Background: an optimization exercise with open tools, aiming at small area. Do not read the settings as production practice. Function was checked by simulation only, so behaviour that the tests miss may differ from the original. The clock port is modelled as an ideal driver, which makes a skipped or thinned clock tree look cheaper than it is; a real chip needs a root buffer or a tree. No activity file was given, so power comes from the tool's default toggle rates.

// FP_MUL
module FP_MUL(CLK, RESET, ENABLE, DATA_IN, DATA_OUT, READY);
input        CLK;
input        RESET;
input        ENABLE;
input  [7:0] DATA_IN;
output [7:0] DATA_OUT;
output       READY;
reg  [5:0]  cnt;
reg  [63:0] A_reg;
reg  [39:0] B_reg;
reg         bp;           
reg  [52:20] Xt;          
reg  [19:0] Xl;           
reg         p105;
reg  [2:0]  cb;           
reg         ec4;          
wire [52:0] X = {Xt, Xl};
genvar k, q;
always @(posedge CLK or posedge RESET)
	if (RESET)
		cnt <= 6'd0;
	else if (cnt == 6'd57)
		cnt <= 6'd0;
	else
		cnt <= cnt + 6'd1;
wire ld_a = (cnt >= 6'd1) && (cnt <= 6'd8);
wire ld_l = (cnt == 6'd15);       
wire ld_h = (cnt == 6'd16);       
wire rnd  = (cnt == 6'd37);
reg dv;
always @(posedge CLK)
	dv <= (cnt >= 6'd9) && (cnt <= 6'd35);
wire b1  = B_reg[1];
wire b0  = B_reg[0];
wire bm  = bp;
wire one = dv & (b0 ^ bm);
wire two = dv & ((b1 & ~b0 & ~bm) | (~b1 & b0 & bm));
wire neg = dv & b1 & ~(b0 & bm);
wire [53:0] ma  = {1'b0, 1'b1, A_reg[51:0]};
wire [53:0] sel = ({54{one}} & ma) | ({54{two}} & {ma[52:0], 1'b0});
wire [54:0] pp  = {neg, sel ^ {54{neg}}};
localparam NC = 3;
localparam [8*NC-1:0] CUT = {8'd40, 8'd26, 8'd12};
wire [54:0] xs = {X[52], X[52], X[52:0]};
function is_cut_bit;    
	input integer k;
	integer q;
	begin
		is_cut_bit = 1'b0;
		for (q = 0; q < NC; q = q + 1)
			if (k == CUT[8*q +: 8] - 2 || k == CUT[8*q +: 8] - 1)
				is_cut_bit = 1'b1;
	end
endfunction
wire [NC:0] kx;
assign kx[0] = 1'b0;
generate
	for (q = 0; q < NC; q = q + 1) begin : g_la
		localparam integer P  = CUT[8*q +: 8] - 2;
		localparam integer HI = (q == NC - 1) ? 50 : CUT[8*(q+1) +: 8] - 3;
		assign kx[q+1] = (&X[HI:P+1]) & ((cb[q] & kx[q]) | ((cb[q] | kx[q]) & X[P]));
	end
endgenerate
wire p105n = X[51] ^ kx[NC];
wire        ex_a = ld_l | ld_h | rnd;
wire [10:0] eb   = {DATA_IN[6:0], DATA_IN[7:4]} & {11{ld_l | ld_h}};
wire [11:0] ec;
wire [10:0] es;
assign ec[0] = ld_l | p105n;
generate
	for (k = 0; k < 11; k = k + 1) begin : g_exp
		wire ci = (k == 4) ? (ld_h ? ec4 : ec[4]) : ec[k];
		assign es[k]   = A_reg[52+k] ^ eb[k] ^ ci;
  ...
Settings: LEC_CHECK=0, CAP_MARGIN=20, CORE_MARGIN=2, CORE_UTILIZATION=75, PLACE_DENSITY=0.9, SLEW_MARGIN=20; clock period 10.0 ns.
standard.sh (not shown) runs the stock make flow with config.mk's settings and CLKGATE_MAP_FILE= SYNTH_SCRIPT=/design/flow/synth_recipe.tcl, a recipe that flattens the netlist after the stock synthesis.
==> flow/flow/run.sh <==
#!/bin/bash
# Layout flow: the standard ORFS flow (standard.sh) with
#  - synthesis by flow/synth.tcl: the standard script, no ABC pass before
#    the full adders are extracted (-noabc), final ABC mapping by
#    flow/area.abc (area-oriented);
#  - clock tree: CTS (no dummy loads, clkbuf_8), then replaced by
#    flow/clktree.tcl with a root clkbuf_8 driving 7 (more if needed for
#    the clock-pin slew) clkbuf_16, each driving one cluster of the
#    registers' clock pins;
#  - ports buffered with buf_1;
# Each tool's output is in flow.log and in ORFS's own logs under orfs/logs.
set -euo pipefail
W=$PWD
export FLOW_ABC_SCRIPT=$W/flow/area.abc
export SYNTH_ARGS=-noabc
export CTS_ARGS="-sink_clustering_enable -repair_clock_nets -dont_use_dummy_load -buf_list sky130_fd_sc_hd__clkbuf_8"
export BUFFER_PORTS_ARGS="-buffer_cell sky130_fd_sc_hd__buf_1"
export POST_CTS_TCL=$W/flow/clktree.tcl
export CLK_NB=7 CLK_BUF=sky130_fd_sc_hd__clkbuf_16 CLK_ROOT=sky130_fd_sc_hd__clkbuf_8 CLK_SLEW_PS=105
sed -e "s|SYNTH_SCRIPT=[^ ]*|SYNTH_SCRIPT=$W/flow/synth.tcl|" standard.sh > flow_standard.sh
bash flow_standard.sh > flow.log 2>&1
==> flow/flow/clktree.tcl <==
# Clock tree: replaces the tree that CTS built with a root buffer (CLK_ROOT)
# driven by the clock port and NB leaf buffers (CLK_BUF), each driving the
# clock pins of one cluster of registers (k-means on their placement).  NB
# starts at CLK_NB and grows until the estimated clock-pin slew is at most
# CLK_SLEW_PS.
namespace eval ct {
  variable sinks {}
  variable bufs {}
  proc walk {net} {
    variable sinks
    variable bufs
    foreach it [$net getITerms] {
      if {[$it isOutputSignal]} continue
      set inst [$it getInst]
      set m [[$inst getMaster] getName]
      if {[string match "sky130_fd_sc_hd__clkbuf_*" $m]} {
        lappend bufs $inst
        foreach o [$inst getITerms] {
          if {[$o isOutputSignal] && [$o getNet] ne "NULL"} { walk [$o getNet] }
        }
      } else {
        lappend sinks $it
      }
    }
  }
  proc teardown {clknet} {
    variable sinks
    variable bufs
    set sinks {}
    set bufs {}
    walk $clknet
    foreach it $sinks { $it disconnect }
    foreach inst $bufs {
      foreach o [$inst getITerms] {
        set n [$o getNet]
        if {$n eq "NULL"} continue
        $o disconnect
        if {[$o isOutputSignal]} { odb::dbNet_destroy $n }
      }
      odb::dbInst_destroy $inst
    }
  }
  proc kmeans1 {pts nb seed} {
    set n [llength $pts]
    expr {srand($seed)}
    set cs {}
    for {set k 0} {$k < $nb} {incr k} { lappend cs [lindex $pts [expr {int(rand() * $n)}]] }
    for {set iter 0} {$iter < 60} {incr iter} {
      set asg {}
      foreach p $pts {
        set best 0; set bd 1e30
        for {set k 0} {$k < $nb} {incr k} {
          set c [lindex $cs $k]
          set d [expr {pow([lindex $p 0] - [lindex $c 0], 2) + pow([lindex $p 1] - [lindex $c 1], 2)}]
          if {$d < $bd} { set bd $d; set best $k }
        }
        lappend asg $best
      }
      set ncs {}
      for {set k 0} {$k < $nb} {incr k} {
        set sx 0.0; set sy 0.0; set m 0
        foreach p $pts a $asg {
          if {$a == $k} { set sx [expr {$sx + [lindex $p 0]}]; set sy [expr {$sy + [lindex $p 1]}]; incr m }
        }
        if {$m > 0} { lappend ncs [list [expr {$sx / $m}] [expr {$sy / $m}]] } else { lappend ncs [lindex $pts [expr {int(rand() * $n)}]] }
      }
      set cs $ncs
    }
    set worst 0.0
    for {set k 0} {$k < $nb} {incr k} {
      set c [lindex $cs $k]; set sd 0.0
      foreach p $pts a $asg { if {$a == $k} { set sd [expr {$sd + abs([lindex $p 0] - [lindex $c 0]) + abs([lindex $p 1] - [lindex $c 1])}] } }
      if {$sd > $worst} { set worst $sd }
    }
    return [list $worst $cs $asg]
  }
  proc kmeans {pts nb} {
    set n [llength $pts]
    set cx 0.0; set cy 0.0
    foreach p $pts { set cx [expr {$cx + [lindex $p 0]}]; set cy [expr {$cy + [lindex $p 1]}] }
    set cx [expr {$cx / $n}]; set cy [expr {$cy / $n}]
    set best {}
    for {set seed 1} {$seed <= 40} {incr seed} {
      set r [kmeans1 $pts $nb $seed]
      if {$best eq {} || [lindex $r 0] < [lindex $best 0]} { set best $r }
    }
    
    return [list $cx $cy [lindex $best 1] [lindex $best 2]]
  }
  proc build {clknet pts sinkl nb buf root} {
    set block [ord::get_db_block]
    set db [ord::get_db]
    lassign [kmeans $pts $nb] cx cy cs asg
    set rinst [odb::dbInst_create $block [$db findMaster $root] "clkbuf_root"]
    set rnet [odb::dbNet_create $block "clknet_root"]
    $rnet setSigType CLOCK
    $rinst setLocation [expr {int($cx)}] [expr {int($cy)}]
    $rinst setPlacementStatus PLACED
    foreach it [$rinst getITerms] {
      if {[[$it getMTerm] getName] eq "A"} { $it connect $clknet }
      if {[[$it getMTerm] getName] eq "X"} { $it connect $rnet }
    }
    set master [$db findMaster $buf]
    for {set k 0} {$k < $nb} {incr k} {
      set inst [odb::dbInst_create $block $master "clkbuf_leaf_$k"]
      set net [odb::dbNet_create $block "clknet_leaf_$k"]
      $net setSigType CLOCK
      set c [lindex $cs $k]
      $inst setLocation [expr {int([lindex $c 0])}] [expr {int([lindex $c 1])}]
      $inst setPlacementStatus PLACED
      foreach it [$inst getITerms] {
        if {[[$it getMTerm] getName] eq "A"} { $it connect $rnet }
        if {[[$it getMTerm] getName] eq "X"} { $it connect $net }
      }
      set cnt 0
      foreach it $sinkl a $asg { if {$a == $k} { $it connect $net; incr cnt } }
      puts "clktree: leaf $k drives $cnt clock pins"
    }
    global_connect
    detailed_placement
    estimate_parasitics -placement
    set mx 0
    foreach pin [all_registers -clock_pins -edge_triggered] {
      foreach e {rise fall} {
        foreach a {min max} {
          set s [get_property $pin slew_${a}_$e]
          set ps [expr {[sta::time_ui_sta $s] * 1e12}]
          if {$ps > $mx} { set mx $ps }
        }
      }
    }
    return $mx
  }
  proc run {nb buf root limit} {
    variable sinks
    set block [ord::get_db_block]
    set clknet [[$block findBTerm CLK] getNet]
    teardown $clknet
    set sinkl $sinks
    puts "clktree: [llength $sinkl] clock pins"
    set pts {}
    foreach it $sinkl {
      set bb [[$it getInst] getBBox]
      lappend pts [list [expr {([$bb xMin] + [$bb xMax]) / 2.0}] [expr {([$bb yMin] + [$bb yMax]) / 2.0}]]
    }
    while {1} {
      set slew [build $clknet $pts $sinkl $nb $buf $root]
      puts "clktree: $nb leaves, estimated clock-pin slew $slew ps"
      if {$slew <= $limit || $nb >= 16} break
      teardown $clknet
      incr nb
    }
    check_placement -verbose
  }
}
ct::run $::env(CLK_NB) $::env(CLK_BUF) $::env(CLK_ROOT) $::env(CLK_SLEW_PS)
Other scripts of this flow, unchanged in this note and not shown: flow/flow/area.abc, flow/flow/synth.tcl
The baseline went through all stages and came out clean.
Edit:
--- a/flow/flow/run.sh
+++ b/flow/flow/run.sh
@@ -5,5 +5,5 @@
 #    flow/area.abc (area-oriented);
 #  - clock tree: CTS (no dummy loads, clkbuf_8), then replaced by
-#    flow/clktree.tcl with a root clkbuf_8 driving 7 (more if needed for
+#    flow/clktree.tcl with a root clkbuf_2 driving 6 (more if needed for
 #    the clock-pin slew) clkbuf_16, each driving one cluster of the
 #    registers' clock pins;
@@ -17,5 +17,5 @@
 export BUFFER_PORTS_ARGS="-buffer_cell sky130_fd_sc_hd__buf_1"
 export POST_CTS_TCL=$W/flow/clktree.tcl
-export CLK_NB=7 CLK_BUF=sky130_fd_sc_hd__clkbuf_16 CLK_ROOT=sky130_fd_sc_hd__clkbuf_8 CLK_SLEW_PS=105
+export CLK_NB=6 CLK_BUF=sky130_fd_sc_hd__clkbuf_16 CLK_ROOT=sky130_fd_sc_hd__clkbuf_2 CLK_SLEW_PS=105
 sed -e "s|SYNTH_SCRIPT=[^ ]*|SYNTH_SCRIPT=$W/flow/synth.tcl|" standard.sh > flow_standard.sh
 bash flow_standard.sh > flow.log 2>&1
Setup slack is worse by 26 ps.
Core utilization is about the same.
Routed wire length is higher by 2.8%.
Clock power is about the same.
Hold slack is about the same.
First-iteration DRC count goes up by 6.3%.
Via count came out higher by 1.7%.
Sequential share of layout area hardly moves.
Die area is unchanged.
Total power hardly moves.
In every run of this note, the design's own scripts or RTL, not TritonCTS, make the clock network.

## what the ideal ports hide
No port has a modelled driver above. Below, the same layouts with a new extraction and two added sets of constraints. Step 1: set_driving_cell puts a clkbuf_16 on CLK and a buf_2 on each other input, an assumption about the parent block. Step 2 also shifts input and output timing later by t, the mid clock arrival at the registers, as if the neighbouring blocks saw the same clock. a / b / c = ideal / step 1 / step 2; a / b = the first two.
| run | shift t [ns] | setup WS [ns] | hold slack, ns | slew at the worst register clock pin (ns) | worst slew at a driven data input, ns |
|---|---|---|---|---|---|
| the first run | 0.459 | 1.002 / 1.002 / 1.002 | 0.448 / 0.448 / 0.448 | 0.10 / 0.10 | 0.03 |
| the second run | 0.774 | 0.976 / 0.976 / 0.976 | 0.450 / 0.450 / 0.450 | 0.11 / 0.11 | 0.03 |
After both steps setup and hold are still met in every run listed.
